What follows belongs to an exercise in optimizing a design on an open flow for small area, a short achievable clock period and few clock cycles per item; a production flow would make more cautious choices. Where RTL was checked, it was by simulation tests only, not by an equivalence proof against the original. Function not checked in run 3: the RTL went through the layout flow alone. Power figures rest on the tool's default switching activity, not on a simulated workload.

**design.v**
```verilog
module alu(
	output reg[15:0] data_out,
	output reg       valid_out,
	output reg       cmd_out,
	input [15:0]     data_in,
	input            valid_in,
	input            cmd_in,
	output reg       amm_read,
	output reg[7:0]  amm_address,
	input [7:0]      amm_readdata,
	input            amm_waitrequest,
	input [1:0]      amm_response,
	input clk,
	input rst_n
	);
	localparam D = 62;               
	reg        busy;                 
	reg        rx;                   
	reg        last;                 
	reg [5:0]  rem;                  
	reg        idx0, idx1;           
	reg [3:0]  op;
	reg        ee;                   
	reg        err;                  
	reg        dly;                  
	reg        b_v;                  
	reg        b_mem;                
	reg        b_iss;                
	reg        b_i1;                 
	reg [7:0]  b_val;
	reg [7:0]  stk [0:D-1];
	reg [5:0]  cnt;
	reg        pop;                  
	reg        infl_i1;              
	reg        rd_v;                 
	reg        rd_i1;
	reg [7:0]  rd_q;
	reg [8:0]  bsum;                 
	reg [11:0] acc;
	reg [7:0]  s1;
	wire hdr_in  = !busy && !dly && !(valid_out && cmd_out) && valid_in && cmd_in;
	wire beat_in = busy && rx && valid_in;
	wire [3:0] h_op = data_in[11:8];
	wire [5:0] h_n  = data_in[5:0];
	wire h_ee = (h_n == 6'd0) || (h_op >= 4'd10) ||
	            (h_op[3:2] == 2'b01 && h_n != 6'd1) ||
	            (h_op[3:1] == 3'b100 && h_n != 6'd2);
	wire done_rd  = amm_read && !amm_waitrequest;
	wire rsp_err  = done_rd && (amm_response != 2'b00);
	wire err_n    = err || rsp_err;
	wire push     = b_mem && !b_iss && !err;
	wire head_ok  = (cnt != 6'd0) && !pop;
	wire new_mem  = beat_in && data_in[8] && !ee;
	wire port_free = !amm_read || !amm_waitrequest;
	wire can_iss   = busy && port_free && !err_n;
	wire src_b     = push;
	wire src_e     = !push && head_ok;
	wire src_d     = !push && !head_ok && new_mem;
	wire issue     = can_iss && (src_b || src_e || src_d);
	wire waiting   = push || head_ok || new_mem;
	wire reads_done = err_n || (!(amm_read && amm_waitrequest) && !waiting);
	wire beats_done = !rx || (last && valid_in);
	wire respond    = busy && beats_done && reads_done;
	wire hdr_go     = (respond && !o_add) || dly;
	wire [7:0] vb  = b_v  ? b_val : 8'h00;
	wire [7:0] vr  = rd_v ? rd_q  : 8'h00;
	wire [7:0] vb0 = (b_v  && !b_i1)  ? b_val : 8'h00;
	wire [7:0] vr0 = (rd_v && !rd_i1) ? rd_q  : 8'h00;
	wire [7:0] vb1 = (b_v  && b_i1)   ? b_val : 8'h00;
	wire [7:0] vr1 = (rd_v && rd_i1)  ? rd_q  : 8'h00;
	wire [7:0] ab  = b_v  ? b_val : 8'hff;
	wire [7:0] ar  = rd_v ? rd_q  : 8'hff;
	function [11:0] pf_add;
		input [11:0] x, y;
		reg [11:0] g, t, gn, tn;
		integer i, d;
		begin
			g = x & y;
			t = x | y;
			for (d = 1; d < 12; d = d * 2) begin
				gn = g;
				tn = t;
				for (i = d; i < 12; i = i + 1) begin
					gn[i] = g[i] | (t[i] & g[i-d]);
					tn[i] = t[i] & t[i-d];
				end
				g = gn;
				t = tn;
			end
			pf_add = (x ^ {g[10:0], 1'b0}) ^ y;
		end
	endfunction
	wire [11:0] bsum_n = pf_add({4'h0, (beat_in && !new_mem) ? data_in[7:0] : 8'h00},
	                            {4'h0, done_rd ? amm_readdata : 8'h00});
	wire [11:0] sum = pf_add(acc, {3'h0, bsum});
	wire o_add = (op == 4'd0);
	wire o_and = (op == 4'd1);
	wire o_or  = (op == 4'd2);
	wire o_xor = (op == 4'd3);
	wire o_not = (op == 4'd4);
	wire o_inc = (op == 4'd5);
	wire o_dec = (op == 4'd6);
	wire o_neg = (op == 4'd7);
	wire o_shr = (op == 4'd8);
	wire o_shl = (op == 4'd9);
	wire [7:0] a_and = acc[7:0] & ab & ar;
	wire [7:0] a_or  = acc[7:0] | vb | vr;
	wire [7:0] a_xor = acc[7:0] ^ vb ^ vr;
	wire [7:0] a0    = acc[7:0] | vb0 | vr0;     
	wire [7:0] s1_n  = s1 | vb1 | vr1;           
	wire [11:0] acc_n = o_add ? sum :
	                    {4'h0, ({8{o_and}} & a_and) | ({8{o_or}} & a_or) |
	                           ({8{o_xor}} & a_xor) | ({8{!op[3] && op[2]}} & a0) |
	                           ({8{op[3]}} & a0)};
	wire [7:0] u0 = b_v ? b_val : rd_q;    
	reg  [7:0] u_all1, u_any1;             
	integer j;
	always @(*) begin
		u_all1[0] = 1'b1;
		u_any1[0] = 1'b0;
		for (j = 1; j < 8; j = j + 1) begin
			u_all1[j] = u_all1[j-1] & u0[j-1];
			u_any1[j] = u_any1[j-1] | u0[j-1];
		end
	end
	wire [11:0] u_inc = {3'h0, u_all1[7] & u0[7], u0 ^ u_all1};
	wire [11:0] u_dec = {{4{!(u_any1[7] | u0[7])}}, u0 ^ ~u_any1};
	wire [7:0]  u_neg = u0 ^ u_any1;
	wire [7:0]  u_shr = a0 >> s1_n;
	wire [7:0]  u_shl = a0 << s1_n;
	wire [11:0] res = ({12{o_add}} & acc) |
	                  {4'h0, ({8{o_and}} & a_and) | ({8{o_or}} & a_or) | ({8{o_xor}} & a_xor) |
	                         ({8{o_not}} & ~u0) | ({8{o_neg}} & u_neg) |
	                         ({8{o_shr}} & u_shr) | ({8{o_shl}} & u_shl)} |
	                  ({12{o_inc}} & u_inc) | ({12{o_dec}} & u_dec);
	integer k;
	always @(posedge clk) begin
		if (push) begin
			stk[0] <= b_val;
			if (!pop)
				for (k = 1; k < D; k = k + 1) stk[k] <= stk[k-1];
		end
		else if (pop) begin
			for (k = 0; k < D-1; k = k + 1) stk[k] <= stk[k+1];
		end
		b_val <= data_in[7:0];
		b_i1  <= idx1;
		rd_q  <= amm_readdata;
		bsum  <= bsum_n[8:0];
		rd_i1 <= infl_i1;
		data_out <= (valid_out && cmd_out) ? (err ? 16'h0bad : {4'h0, res})
		                                   : {11'h0, err_n, op};
		if (!(amm_read && amm_waitrequest)) begin
			amm_address <= src_b ? b_val : (src_e ? stk[0] : data_in[7:0]);
			infl_i1     <= src_b ? b_i1 : (src_e ? 1'b1 : idx1);
		end
		if (!rst_n) begin
			busy      <= 1'b0;
			rx        <= 1'b0;
			last      <= 1'b0;
			rem       <= 6'd0;
			idx0      <= 1'b0;
			idx1      <= 1'b0;
			op        <= 4'd0;
			ee        <= 1'b0;
			err       <= 1'b0;
			b_v       <= 1'b0;
			b_mem     <= 1'b0;
			b_iss     <= 1'b0;
			cnt       <= 6'd0;
			pop       <= 1'b0;
			rd_v      <= 1'b0;
			acc       <= 12'd0;
			s1        <= 8'd0;
			amm_read  <= 1'b0;
			valid_out <= 1'b0;
			cmd_out   <= 1'b0;
			dly       <= 1'b0;
		end
		else begin
			if (hdr_in) begin
				busy <= 1'b1;
				rx   <= (h_n != 6'd0);
				last <= (h_n == 6'd1);
				rem  <= h_n;
				idx0 <= 1'b1;
				idx1 <= 1'b0;
				op   <= h_op;
				ee   <= h_ee;
				err  <= h_ee;
				acc  <= (h_op == 4'd1) ? 12'h0ff : 12'h000;
				s1   <= 8'd0;
			end
			else begin
				acc <= acc_n;
				s1  <= s1_n;
				err <= err_n;
			end
			if (beat_in) begin
				rem  <= rem - 6'd1;
				last <= (rem == 6'd2);
				rx   <= !last;
				idx0 <= 1'b0;
				idx1 <= idx0;
			end
			b_v   <= beat_in && !(data_in[8] && !ee);
			b_mem <= new_mem;
			b_iss <= issue && src_d;
			cnt <= err ? 6'd0 : cnt + {5'd0, push} - {5'd0, pop};
			pop <= issue && !src_d;
			amm_read <= (amm_read && amm_waitrequest) || issue;
			rd_v     <= done_rd;
			if (respond) busy <= 1'b0;
			dly       <= respond && o_add;
			valid_out <= hdr_go || (valid_out && cmd_out);
			cmd_out   <= hdr_go;
		end
	end
endmodule
```
**config.mk**
```make
export PLATFORM = sky130hd
export DESIGN_NAME = alu
export DESIGN_NICKNAME = alu
export VERILOG_FILES = /design/flow/design.v
export SDC_FILE = /design/flow/constraint.sdc
export NUM_CORES = 4
export LEC_CHECK = 0
export ABC_CLOCK_PERIOD_IN_PS = 1800
export CAP_MARGIN = 20
export CORE_MARGIN = 2
export CORE_UTILIZATION = 40
export SETUP_SLACK_MARGIN = 3.0
export SLEW_MARGIN = 20
```
**flow/run.sh**
```bash
#!/bin/bash
# The standard layout (standard.sh), with synthesis changed in two ways:
# adders are left to ABC as plain logic (no full/half-adder cells, ADDER_MAP_FILE
# empty), and ABC maps with a delay target (flow/synth.tcl). Registers and their
# names are those of the standard synthesis.
set -euo pipefail
here=$(pwd)
export MY_ABC_D=1200
bash standard.sh synth SYNTH_SCRIPT="$here/flow/synth.tcl" ADDER_MAP_FILE= > "$here/synth.log" 2>&1
bash standard.sh finish SYNTH_SCRIPT="$here/flow/synth.tcl" ADDER_MAP_FILE= > "$here/layout.log" 2>&1
test -f "$here/out/final.def"
```
**constraint.sdc**
```tcl
create_clock -name core_clock -period 5.0 [get_ports {clk}]
set_input_delay 1.0000 -clock core_clock [delete_from_list [all_inputs] [get_ports {clk}]]
set_output_delay 1.0000 -clock core_clock [all_outputs]
set_load 0.01 [all_outputs]
```
**standard.sh**
```bash
#!/bin/bash
# synth_recipe.tcl (not shown) runs the flow's synth.tcl, then flattens the netlist and writes it again
# the make line also repeats each setting of config.mk as NAME=value (left out here)
make -C /OpenROAD-flow-scripts/flow DESIGN_CONFIG=/design/flow/config.mk WORK_HOME=/design/flow/orfs CLKGATE_MAP_FILE= SYNTH_SCRIPT=/design/flow/synth_recipe.tcl "${@:-finish}"
```
**flow/synth.tcl**
```tcl
# The standard flow's synthesis script (synth_recipe.tcl), with one change: ABC maps with a
# delay target (the flow's speed script, -D on the mapper and the sizers).
proc synth {args} { yosys synth -nofsm -noshare {*}$args }
if {![info exists ::env(MY_ABC_D)]} { set ::env(MY_ABC_D) 1200 }
proc abc {args} {
  set i [lsearch -exact $args -script]
  if {$i >= 0} {
    set d $::env(MY_ABC_D)
    set s "+&get -n;&st;&dch;&nf -D $d;&st;&syn2;&if -g -K 6;&synch2;&nf -D $d;&st;&syn2;&if -g -K 6;&synch2;&nf -D $d;&put;buffer -c;topo;stime -c;upsize -c -D $d;dnsize -c -D $d"
    set args [lreplace $args $i [expr {$i + 1}] -script $s]
  }
  yosys abc {*}$args
}
source $::env(SCRIPTS_DIR)/synth.tcl
# left out here: clear keep_hierarchy, flatten, clean up, hide names made inside functions, write 1_2_yosys.v
```
==> key figures, run 1 <==
Pwr
  – Worst vdd ir: 0.194 mV
  – Power Dens Cells: roughly 320 nW/um^2
  – Pleak: 0.0101 uW

Layout
  – Fill cells: between 5000 and 6000
  – Layout cells sized above 1: a little under a fifth
  – Commonest cells after routing, fill and taps aside: 962 x mux2i_1, 543 x dfxtp_1, 104 x buf_4
  – Layout net count: between 2000 and 3000
  – Antenna cells: 0
  – Final Util: between 40 and 50%
  – Area Overhead vs Synth: 20.5%
  – Most common cell after layout, fill and taps aside: mux2i_1

Floorplanning
  – Core area: 65700 sq um
  – Die Width: 262 um
  – I/O pin total: slightly below 60
  – Rows: 94
  – Die Y: around 260 um
  – Die area: roughly 68000 sq um
  – Initial core utilization: about 40%

Clock tree
  – Worst-Skew Late Latency: roughly 0.60 ns
  – Cts hold-fix bufs: 0
  – Htree depth: 3
  – CTS max path bufs: 3
  – Worst-path clk slew: approximately 0.06 ns
  – CTS tree: done
  – Clock sink count: about 600
  – Total CTS buffers: 68
  – Root Buffer: clkbuf_16

STA
  – Worst Clk Skew: 0.0276 ns
  – Min Tclk post-route: 2.56 ns
  – Max Fclk: 390 MHz
  – Setup_tns: 0 ns
  – RSZ-0062 raised after global routing: true
  – Slew HR: between 10% and 20%
  – Max-slew violations: 0
  – Fin crit share: approximately 51%
  – Worst-Margin Slew: about 1.2 ns
  – Setup-failing EPs final: 0
  – Hold Fails Final Rpt: 0

Routing
  – Initial drt markers: between 1000 and 1500
  – Top Metal Used: met4
  – Number of iterations in the first detailed-routing pass: 5
  – WL met2: 25700 um
  – Met1 Wirelength: ~28000 um
  – Via density: between 5 and 6
  – Drt total wl: 57800 um
  – Drt wl/cell: about 17 um
  – Metal3 WL: 2980 um
  – Vias: 18355
  – Routed Antenna Nets: 0
  – # DRC: 0

Synth
  – Synth Area per Inst: around 11 sq um
  – Mapped Area: ~27000 sq um
  – Synthesized instance count: 2393
  – Main synth FF type: dfxtp_1
  – Number of synthesized flops with an enable pin: 17
  – Ys async rst share: 0%
  – Yosys Warn Count: 2
  – Synthesis-stage register bit count: about 600
  – Post-synthesis sequential area ratio: between 40% and 50%
  – Library cells used by synthesis: 85

Place
  – DP Wirelength: 35100 um
  – Final Wtd Congestion: 0.893
  – Port Buffers: between 40 and 50

Global route
  – Largest net degree at the start of global routing: 139
  – GRT Total Usage: ~17%
  – Number of global-route vias before repair: 17856
  – GRT Residual Overflow: 0
  – Initial antenna violation count: 0
  – First-pass GRT wire length: slightly above 90000 um

Worst setup path
  – Origin of the critical flop-to-flop path: b_val[6]
  – R2r worst-path depth: 8
  – CP arrival: between 3 and 4 ns
  – CP Class: register to register
  – Critical path required time: approximately 5.5 ns
  – CP startpoint kind: register
  – Worst Setup End Kind: register
  – Critical R2R Capture: data_out[5]
  – Flop-to-flop setup slack: around 2.4 ns
  – Worst Path Max Fanout: 4
  – Crit. Startpoint: b_val[6]
  – Worst Setup EP: data_out[5]

Hold path
  – Hold path startpoint: infl_i1
  – HP Class: register to register

Run status
  – Status: no timing/DRC/antenna violations

Flow run
  – Max-cap violations: 0
-- per-layer routing --
metal | vias to the layer above | global-route usage (%)
li1 | 9019 | -
met1 | 8881 | 22.6
met2 | 354 | 25.9
met3 | 101 | 3.44
met4 | 0 | 5.98
met5 | - | 0
-- area by class of cell --
cell class | instances | area (sq um) | area share (%)
Multi-Input combinational cell | 1621 | 14400 | 45.1
Sequential cell | 596 | 12200 | 38.1
Clock buffer | 97 | 1990 | 6.23
Timing Repair Buffer | 191 | 1920 | 6.00
Tap cell | 864 | 1080 | 3.38
Clock inverter | 25 | 274 | 0.857
Inverter | 13 | 72.6 | 0.227
Timing Repair inverter | 3 | 28.8 | 0.0900
-- power breakdown --
group,switching [uW],total [uW],internal (uW)
Sequential,91.6,4960,4870
Combinational,241,454,214
Clock,1980,4930,2950
-- through the flow --
step                setup slack (ns)  power [uW]  area, sq um  hold slack [ns]  std cells
detailed placement              1.35        5450        27900            0.327       3167
CTS                             2.39       10500        31500            0.326       3380
floorplan                       2.37        5310        26800            0.323       2396
finish                          2.44       10300        32000            0.342       3410
global route                    2.37       10800        32000            0.358       3410
global placement                1.37        5440        27900            0.329       3167
-- Yosys cell counts (15+ instances only) --
cell	count	area, sq um
o21ai_0	35	175
nand3_1	21	105
edfxtp_1	17	510
nand2_1	99	372
xnor2_1	44	385
dfxtp_1	579	11600
mux2i_1	965	9660
nor2_1	78	293
o22ai_1	20	125
nor3_1	18	90.1
xor2_1	21	184
nor2b_1	15	93.8
a21oi_1	77	385
buf_1	67	251
clkbuf_1	81	304
o31ai_1	18	135
-- worst max-delay path: stages (launching register included) --
cell,delay [ns]
dfxtp_4,0.34
or4_4,0.53
a31o_4,0.26
or4b_4,0.52
buf_6,0.16
o22ai_4,0.11
a21oi_2,0.04
a211o_1,0.30
a31oi_1,0.18
-- worst min-delay path by stage --
stage / end / slack [ns] / depth (start not counted)
final: rd_i1 / 0.34 / 0
after CTS: rd_i1 / 0.33 / 0
after floorplan: rd_i1 / 0.32 / 0
after detailed placement: rd_i1 / 0.33 / 0
after global placement: rd_i1 / 0.33 / 0
after global routing: rd_i1 / 0.36 / 0
-- cell families after synthesis --
family                   count (synthesis)  share of synthesized area, %
AND/OR/NAND/NOR                        296                          5.27
adder cells (fa/ha/maj)                  4                         0.156
other                                    1                        0.0141
buffers and inverters                  179                          2.83
XOR/XNOR                                65                          2.15
multiplexers                           974                          36.8
AO/OA/AOI/OAI                          278                          7.20
flip-flops                             596                          45.6
-- timing repair --
action,4_1_cts,5_1_grt
cloned,8,1
setup endpoints to repair,516,229
buffers inserted,83,29
pin swaps,56,46
resized for setup,322,72
-- sequential cells by signal (all words and copies together), names as in the netlist, 4 cells and up --
register / flops
stk: 496
acc: 12
data_out: 12
bsum: 9
amm_address: 8
b_val: 8
rd_q: 8
s1: 8
cnt: 6
rem: 6
op: 4
Testbench counts, summed over its fixed seeds: cycles 33,362, items 2,000.
==> run 2: changes to the inputs <==
==> run.sh (new file) <==
#!/bin/bash
# synth_recipe.tcl (not shown) runs the flow's synth.tcl, then flattens the netlist and writes it again
# the make line also repeats each setting of config.mk as NAME=value (left out here)
make -C /OpenROAD-flow-scripts/flow DESIGN_CONFIG=/design/flow/config.mk WORK_HOME=/design/flow/orfs CLKGATE_MAP_FILE= SYNTH_SCRIPT=/design/flow/synth_recipe.tcl finish
removed: flow/run.sh
removed: flow/synth.tcl
removed: standard.sh
==> key figures, run 2 <==
Clock tree
  – Worst-Skew Late Latency: ~0.60 ns
  – Worst-path clk slew: approximately 0.07 ns
  – Total CTS buffers: approximately 70
  – Clock sink count: around 600
  – CTS max path bufs: 3
  – Root Buffer: clkbuf_16
  – CTS tree: done
  – Htree depth: 3
  – Cts hold-fix bufs: 0

Synth
  – Synth Area per Inst: between 10 and 15 sq um
  – Synth top area cells: dfxtp_1 43%, mux2i_1 36%, edfxtp_1 1.9%, ha_1 1.6%, a21oi_1 1.3%
  – Dominant cell type by area after synthesis: dfxtp_1
  – Post-synth top area share: between 40 and 50%
  – Main synth FF type: dfxtp_1
  – Ys async rst share: 0%
  – Most frequent cell after synthesis: mux2i_1
  – Library cells used by synthesis: 89
  – Synthesis-stage register bit count: 596
  – Yosys Warn Count: 2
  – Post-synthesis sequential area ratio: 44.5%
  – Synth cell count leaders: 972 x mux2i_1, 579 x dfxtp_1, 93 x nand2_1, 91 x nor2_1, 70 x a21oi_1
  – Number of synthesized flops with an enable pin: 17
  – Synthesized instance count: approximately 2500
  – Mapped Area: roughly 27000 sq um

Routing
  – Routed Antenna Nets: 0
  – Number of iterations in the first detailed-routing pass: 5
  – Vias: 18473
  – Initial drt markers: approximately 790
  – Via density: roughly 5.3
  – # DRC: 0
  – Drt total wl: roughly 58000 um
  – Drt wl/cell: about 17 um

Place
  – DP Wirelength: around 35000 um
  – Port Buffers: 49
  – Final Wtd Congestion: 0.885
  – Placed insts: 3240

Worst setup path
  – Critical path required time: between 5 and 6 ns
  – WP buf/inv: 4
  – Worst Path Max Fanout: 4
  – Critical Path Slowest Stage Cell: fa_2
  – CP Cell Sequence: buf_8, and3_4, and3_4, ha_4, inv_4, fa_2, nor3_4, nor3_2, o22ai_1, o211ai_1, buf_4, buf_6, a211oi_2, o21ai_1, o31ai_1
  – Crit path max-delay family: simple AND/OR/NAND/NOR gates
  – CP peak stage delay: approximately 0.38 ns
  – Worst Setup End Kind: register
  – CP Class: input port to register
  – Top cell by count, worst path: and3_4
  – CP arrival: 3.22 ns
  – CP startpoint kind: input port

Global route
  – GRT Residual Overflow: 0
  – Largest net degree at the start of global routing: 146
  – Initial antenna violation count: 0
  – First-pass GRT wire length: between 90000 and 100000 um
  – GRT Total Usage: roughly 16%
  – Number of global-route vias before repair: 18170

Layout
  – Biggest register: stk
  – Reg area: about 12000 sq um
  – Non-Filler Instances: around 3500
  – Multi-input gate area: roughly 15000 sq um
  – Layout net count: between 2000 and 3000
  – Layout cells sized above 1: about a fifth
  – Fill cells: between 6000 and 7000
  – Largest registers: stk x496, acc x12, data_out x12
  – Commonest cells after routing, fill and taps aside: 968 x mux2i_1, 539 x dfxtp_1, 108 x buf_4
  – Max reg flops: approximately 500
  – Most common cell after layout, fill and taps aside: mux2i_1
  – Area Overhead vs Synth: 21.1%

Pwr
  – Power Dens Cells: 356 nW/um^2
  – Worst vdd ir: between 0.2 and 0.25 mV
  – Pleak: 0.0141 uW

Floorplanning
  – Die Y: about 260 um
  – Die area: 70000 sq um
  – Rows: 95
  – Die Width: 265 um
  – I/O pin total: 58
  – Core area: 67200 sq um
  – Initial core utilization: 40.5%

STA
  – Slew HR: between 30% and 40%
  – Max-slew violations: 0
  – Fin crit share: a little over half
  – Worst Clk Skew: 0.0231 ns
  – Worst-Margin Slew: 0.989 ns
  – Setup_tns: 0 ns
  – Min Tclk post-route: 2.70 ns
  – Setup-failing EPs final: 0
  – Max Fclk: roughly 370 MHz
  – RSZ-0062 raised after global routing: true
  – Hold Fails Final Rpt: 0

Hold path
  – HP Class: register to register

Flow run
  – Max-cap violations: 0

Run status
  – Status: no timing/DRC/antenna violations
## run 2: final timing paths
check / startpoint / end / slack (ns) / cells past startpoint
worst max-delay path: valid_in / bsum[8] / 2.30 / 15
worst min-delay path: infl_i1 / rd_i1 / 0.36 / 0
worst max register to register: busy / bsum[8] / 2.36 / 14
worst min register to register: infl_i1 / rd_i1 / 0.36 / 0
## run 2: worst register-to-register path: cells and delay by family, from the launching register on
kind                       cells  cell delay (ns)
and+or+nand+nor                4             0.73
AOI/OAI and AO/OA              5             0.61
adders and majority gates      2             0.53
DFF                            1             0.39
buffers and inverters          3             0.31
## run 2: kinds of logic (layout without fill, tap and decap cells)
kind of cell	count (synthesis)	count (layout)	share of synthesized area (%)
other cells	1	5	0.0138
xor+xnor	40	40	1.29
flops	596	596	44.5
fa+ha+maj	41	41	1.94
compound gates	261	263	6.62
simple gates	321	325	5.84
mux	982	982	36.2
buf+inv	220	370	3.53
## run 2: power by group
part	leakage (uW)	switching [uW]	internal [uW]	total [uW]
sequential	0.00487	217	5070	5280
combinational	0.00811	752	670	1420
clock	0.00113	2000	3020	5020
total	0.0141	2970	8760	11700
## run 2: stage by stage
| stage | worst slack [ns] | util, % | instance area, sq um | power [uW] | hold WS (ns) |
|---|---|---|---|---|---|
| after CTS | 2.26 | 48.0 | 32200 | 11800 | 0.348 |
| after floorplan | 1.90 | - | 27600 | 6310 | 0.323 |
| after global routing | 2.25 | 49.0 | 32900 | 12200 | 0.378 |
| after global placement | 0.837 | 42.6 | 28600 | 6650 | 0.338 |
| after detailed placement | 0.837 | 42.6 | 28600 | 6700 | 0.335 |
| final | 2.30 | 49.0 | 32900 | 11700 | 0.357 |
## run 2: layout make-up
class	count	share of cell area (%)
diodes	1	0.00761
clock buffers	94	5.96
clock inverters	28	0.978
inverters	54	0.666
multi-input cells	1655	46.2
flip-flops and latches	596	37.1
well taps	873	3.32
repair buffers	194	5.78
## run 2: per-layer routing
metal  up-vias  global-route usage, %  part of all wire [%]  routed length, um
met1      8901                   21.1                    47              27400
met3       120                   2.96                   3.7               2130
met5         -                      0                     0                  0
met2       258                   26.3                    46              26900
met4         0                   5.36                   2.9               1660
li1       9194                      -                     -                  -
## run 2: what timing repair did
action,CTS,global route
setup buffers,88,33
gates resized for setup,313,79
cloned,7,4
endpoints found under the setup margin,600,342
pin swaps,88,70
==> run 3: changes to the inputs <==
--- a/design.v
+++ b/design.v
@@ -22,7 +22,6 @@
 	reg [3:0]  op;
 	reg        ee;                   
 	reg        err;                  
-	reg        dly;                  
 	reg        b_v;                  
 	reg        b_mem;                
 	reg        b_iss;                
@@ -38,7 +37,7 @@
 	reg [8:0]  bsum;                 
 	reg [11:0] acc;
 	reg [7:0]  s1;
-	wire hdr_in  = !busy && !dly && !(valid_out && cmd_out) && valid_in && cmd_in;
+	wire hdr_in  = !busy && !(valid_out && cmd_out) && valid_in && cmd_in;
 	wire beat_in = busy && rx && valid_in;
 	wire [3:0] h_op = data_in[11:8];
 	wire [5:0] h_n  = data_in[5:0];
@@ -61,7 +60,6 @@
 	wire reads_done = err_n || (!(amm_read && amm_waitrequest) && !waiting);
 	wire beats_done = !rx || (last && valid_in);
 	wire respond    = busy && beats_done && reads_done;
-	wire hdr_go     = (respond && !o_add) || dly;
 	wire [7:0] vb  = b_v  ? b_val : 8'h00;
 	wire [7:0] vr  = rd_v ? rd_q  : 8'h00;
 	wire [7:0] vb0 = (b_v  && !b_i1)  ? b_val : 8'h00;
@@ -128,7 +126,7 @@
 	wire [7:0]  u_neg = u0 ^ u_any1;
 	wire [7:0]  u_shr = a0 >> s1_n;
 	wire [7:0]  u_shl = a0 << s1_n;
-	wire [11:0] res = ({12{o_add}} & acc) |
+	wire [11:0] res = ({12{o_add}} & sum) |
 	                  {4'h0, ({8{o_and}} & a_and) | ({8{o_or}} & a_or) | ({8{o_xor}} & a_xor) |
 	                         ({8{o_not}} & ~u0) | ({8{o_neg}} & u_neg) |
 	                         ({8{o_shr}} & u_shr) | ({8{o_shl}} & u_shl)} |
@@ -175,7 +173,6 @@
 			amm_read  <= 1'b0;
 			valid_out <= 1'b0;
 			cmd_out   <= 1'b0;
-			dly       <= 1'b0;
 		end
 		else begin
 			if (hdr_in) begin
@@ -211,9 +208,8 @@
 			amm_read <= (amm_read && amm_waitrequest) || issue;
 			rd_v     <= done_rd;
 			if (respond) busy <= 1'b0;
-			dly       <= respond && o_add;
-			valid_out <= hdr_go || (valid_out && cmd_out);
-			cmd_out   <= hdr_go;
+			valid_out <= respond || (valid_out && cmd_out);
+			cmd_out   <= respond;
 		end
 	end
 endmodule
==> key figures, run 3 <==
Global route
  – GRT Max-Usage Layer: met2
  – GR Util met1: about a fifth
  – Met2 Usage GRT: 27.3%
  – First-pass GRT wire length: between 90000 and 100000 um
  – Global routing usage on met3: 2.53%
  – Initial antenna violation count: 1
  – GRT Total Usage: between 10% and 20%
  – Largest net degree at the start of global routing: around 130
  – GRT Residual Overflow: 0
  – Number of global-route vias before repair: ~18000

Synth
  – Largest family of logic cells by synthesized area: multiplexers
  – Post-synthesis sequential area ratio: roughly 45%
  – Post-synth top area share: 43.0%
  – Complex-gate fraction of the synthesized area: roughly 6.1%
  – Most frequent cell after synthesis: mux2i_1
  – Mapped Area: ~27000 sq um
  – Synthesis-stage register bit count: 595
  – Post-synthesis xor/xnor area fraction: approximately 1.3%
  – Synth Area per Inst: 11.0 sq um
  – Main synth FF type: dfxtp_1
  – Mux contribution to synthesized area: 36.9%
  – Post-synthesis adder-cell area fraction: 1.93%
  – Synth cell count leaders: 977 x mux2i_1, 578 x dfxtp_1, 97 x nand2_1, 86 x a21oi_1, 83 x nor2_1
  – Number of synthesized flops with an enable pin: 17
  – Simple-gate share of the synthesized area: 5.72%
  – Yosys Warn Count: 2
  – Ys async rst share: 0%
  – Synthesized instance count: 2454
  – Dominant cell type by area after synthesis: dfxtp_1
  – Library cells used by synthesis: 80
  – Synth top area cells: dfxtp_1 43%, mux2i_1 36%, edfxtp_1 1.9%, a21oi_1 1.6%, ha_1 1.6%

Clock tree
  – Worst-Skew Late Latency: around 0.6 ns
  – CTS max path bufs: 3
  – Total CTS buffers: between 60 and 70
  – Worst-path clk slew: 0.06 ns
  – Root Buffer: clkbuf_16
  – CTS tree: done
  – Clock sink count: between 500 and 600
  – Htree depth: 3
  – Cts hold-fix bufs: 0

Hold path
  – HP Class: register to register
  – Hold path startpoint: infl_i1
  – Worst hold endpoint: rd_i1
  – Worst Hold Depth: 0

Layout
  – Biggest register: stk
  – Layout net count: approximately 2600
  – Largest registers: stk x496, acc x12, data_out x12
  – Layout cells sized above 1: roughly 17%
  – Most common cell after layout, fill and taps aside: mux2i_1
  – Area Overhead vs Synth: 18.6%
  – Antenna cells: 0
  – Commonest cells after routing, fill and taps aside: 975 x mux2i_1, 548 x dfxtp_1, 88 x nand2_1
  – Max reg flops: about 500
  – Fin area: approximately 32000 sq um

STA
  – Slew HR: a little over a third
  – Hold Fails Final Rpt: 0
  – Worst-Margin Slew: 0.951 ns
  – Post-route setup slack: about 2.2 ns
  – Worst Clk Skew: slightly below 0.02 ns
  – RSZ-0062 raised after global routing: true
  – Max-slew violations: 0
  – Min Tclk post-route: about 2.8 ns
  – Setup_tns: 0 ns
  – Setup-failing EPs final: 0
  – Max Fclk: 359 MHz
  – Fin crit share: 55.8%

Place
  – Final Wtd Congestion: slightly above 0.8
  – DP Wirelength: about 34000 um
  – Port Buffers: 49
  – Worst slack, placed: a little over 0.6 ns
  – DP Area: around 28000 sq um

Routing
  – Number of iterations in the first detailed-routing pass: 7
  – # DRC: 0
  – Drt wl/cell: approximately 16 um
  – Vias: ~18000
  – Drt total wl: around 55000 um
  – Routed Antenna Nets: 0
  – Initial drt markers: between 900 and 1000
  – Via density: 5.32

Worst setup path
  – R2r worst-path depth: 14
  – Worst Setup End Kind: register
  – Critical path required time: approximately 5.5 ns
  – CP Class: input port to register
  – Critical Path Slowest Stage Cell: fa_2
  – Critical R2R Capture: bsum[6]
  – CP peak stage delay: 0.38 ns
  – CP Cell Sequence: buf_8, nor2b_4, nor2_4, and2_4, ha_4, inv_2, fa_2, a21oi_2, o21ai_1, a21oi_2, nor4_2, nor4_2, buf_4, a21o_1, nand3_1
  – Flop-to-flop setup slack: 2.27 ns
  – CP arrival: roughly 3.3 ns
  – CP startpoint kind: input port
  – Origin of the critical flop-to-flop path: busy
  – Worst Path Max Fanout: 4

Floorplanning
  – Die area: approximately 69000 sq um
  – Rows: between 90 and 100
  – Core area: around 67000 sq um
  – Initial core utilization: 40.2%
  – Die Width: between 200 and 300 um
  – I/O pin total: 58
  – Die Y: between 200 and 300 um

Flow run
  – Max-cap violations: 0

Pwr
  – Pleak: between 0.01 and 0.015 uW
  – Total power: 11300 uW
  – Worst vdd ir: approximately 0.20 mV
  – Power Dens Cells: ~360 nW/um^2

Run status
  – Status: no timing/DRC/antenna violations
## run 3: cell types whose count changed after synthesis, moves of 11 or more
cell and delta:
a21oi_1 +16, buf_1 +28, o21ai_0 +11, a31oi_1 -16, buf_2 -40, clkbuf_1 +19
## run 3: routing by layer
layer	up-vias	part of all wire, %
met5	-	0
met3	80	3.7
met1	8858	45
met4	0	2.3
li1	9043	-
met2	281	49
## run 3: kinds of logic (layout without fill, tap and decap cells)
family,count (synthesis),in the layout
compound gates,252,252
mux,989,989
simple gates,322,325
buf+inv,215,312
other cells,1,4
fa+ha+maj,40,40
flops,595,595
xor+xnor,40,40
## run 3: final cells by class
class | instances | area, sq um
fillers | 6130 | 35000
clock inverters | 18 | 180
inverters | 47 | 186
repair buffers | 150 | 1570
flip-flops and latches | 595 | 12100
well taps | 873 | 1090
clock buffers | 97 | 1890
multi-input cells | 1650 | 14800
## run 3: worst max path at each step
stage | cells after the start | end | slack (ns) | start
2_1_floorplan | 15 | bsum[6] | 1.59 | data_in[8]
3_3_place_gp | 14 | bsum[6] | 0.60 | valid_in
3_5_place_dp | 14 | bsum[6] | 0.61 | valid_in
4_1_cts | 14 | bsum[6] | 2.24 | data_in[8]
5_1_grt | 15 | bsum[6] | 2.10 | data_in[8]
6_report | 15 | bsum[6] | 2.21 | data_in[8]
## run 3: through the flow
stage               hold WS, ns  utilization [%]  cells
CTS                       0.339             47.0   3410
detailed placement        0.327             42.4   3230
finish                    0.338             47.7   3430
global placement          0.327             42.4   3230
floorplan                 0.323                -   2457
global route              0.360             47.7   3430
## run 3: power by group
| part | switching, uW | internal (uW) |
|---|---|---|
| sequential | 203 | 5080 |
| combinational | 764 | 686 |
| clock | 1950 | 2650 |
## run 3: critical path: cells and delay by family
family | cells | cell delay (ns)
and+or+nand+nor | 6 | 0.86
AOI/OAI and AO/OA | 4 | 0.55
adders and majority gates | 2 | 0.51
buffers and inverters | 3 | 0.32
## run 3: what timing repair did
| action | 4_1_cts | 5_1_grt |
|---|---|---|
| buffers inserted | 60 | 18 |
| endpoints found under the setup margin | 573 | 116 |
| gates resized for setup | 283 | 78 |
| pin swaps | 71 | 54 |
| gates cloned | 5 | 2 |

static timing again, ports no longer ideal:
The flow's constraints put no driver on any port. The routed layouts listed below were extracted and timed again, unchanged, in two steps.
Step 1, drivers: a clkbuf_16 drives clk and a buf_2 each remaining input, both assumed.
Step 2 moves the port delays by t, midway between the first and last clock arrival at a register: inputs arrive t later, outputs are due t later. That takes back most of the time a late clock gives input paths.
a / b / c = no drivers / after step 1 / after step 2; a / b = the first two.
| run | shift t [ns] | slack for setup (ns) | worst data-port slew with drivers (ns) |
|---|---|---|---|
| run 1 | 0.647 | 2.437 / 2.437 / 2.218 | 0.07 |
| run 2 | 0.651 | 2.298 / 2.307 / 1.656 | 0.06 |
| run 3 | 0.655 | 2.212 / 2.232 / 1.577 | 0.06 |
After both steps setup and hold are still met in every run listed. The setup slack of run 2, which loses most, moves by +0.009 ns with the drivers and by -0.642 ns with both steps.
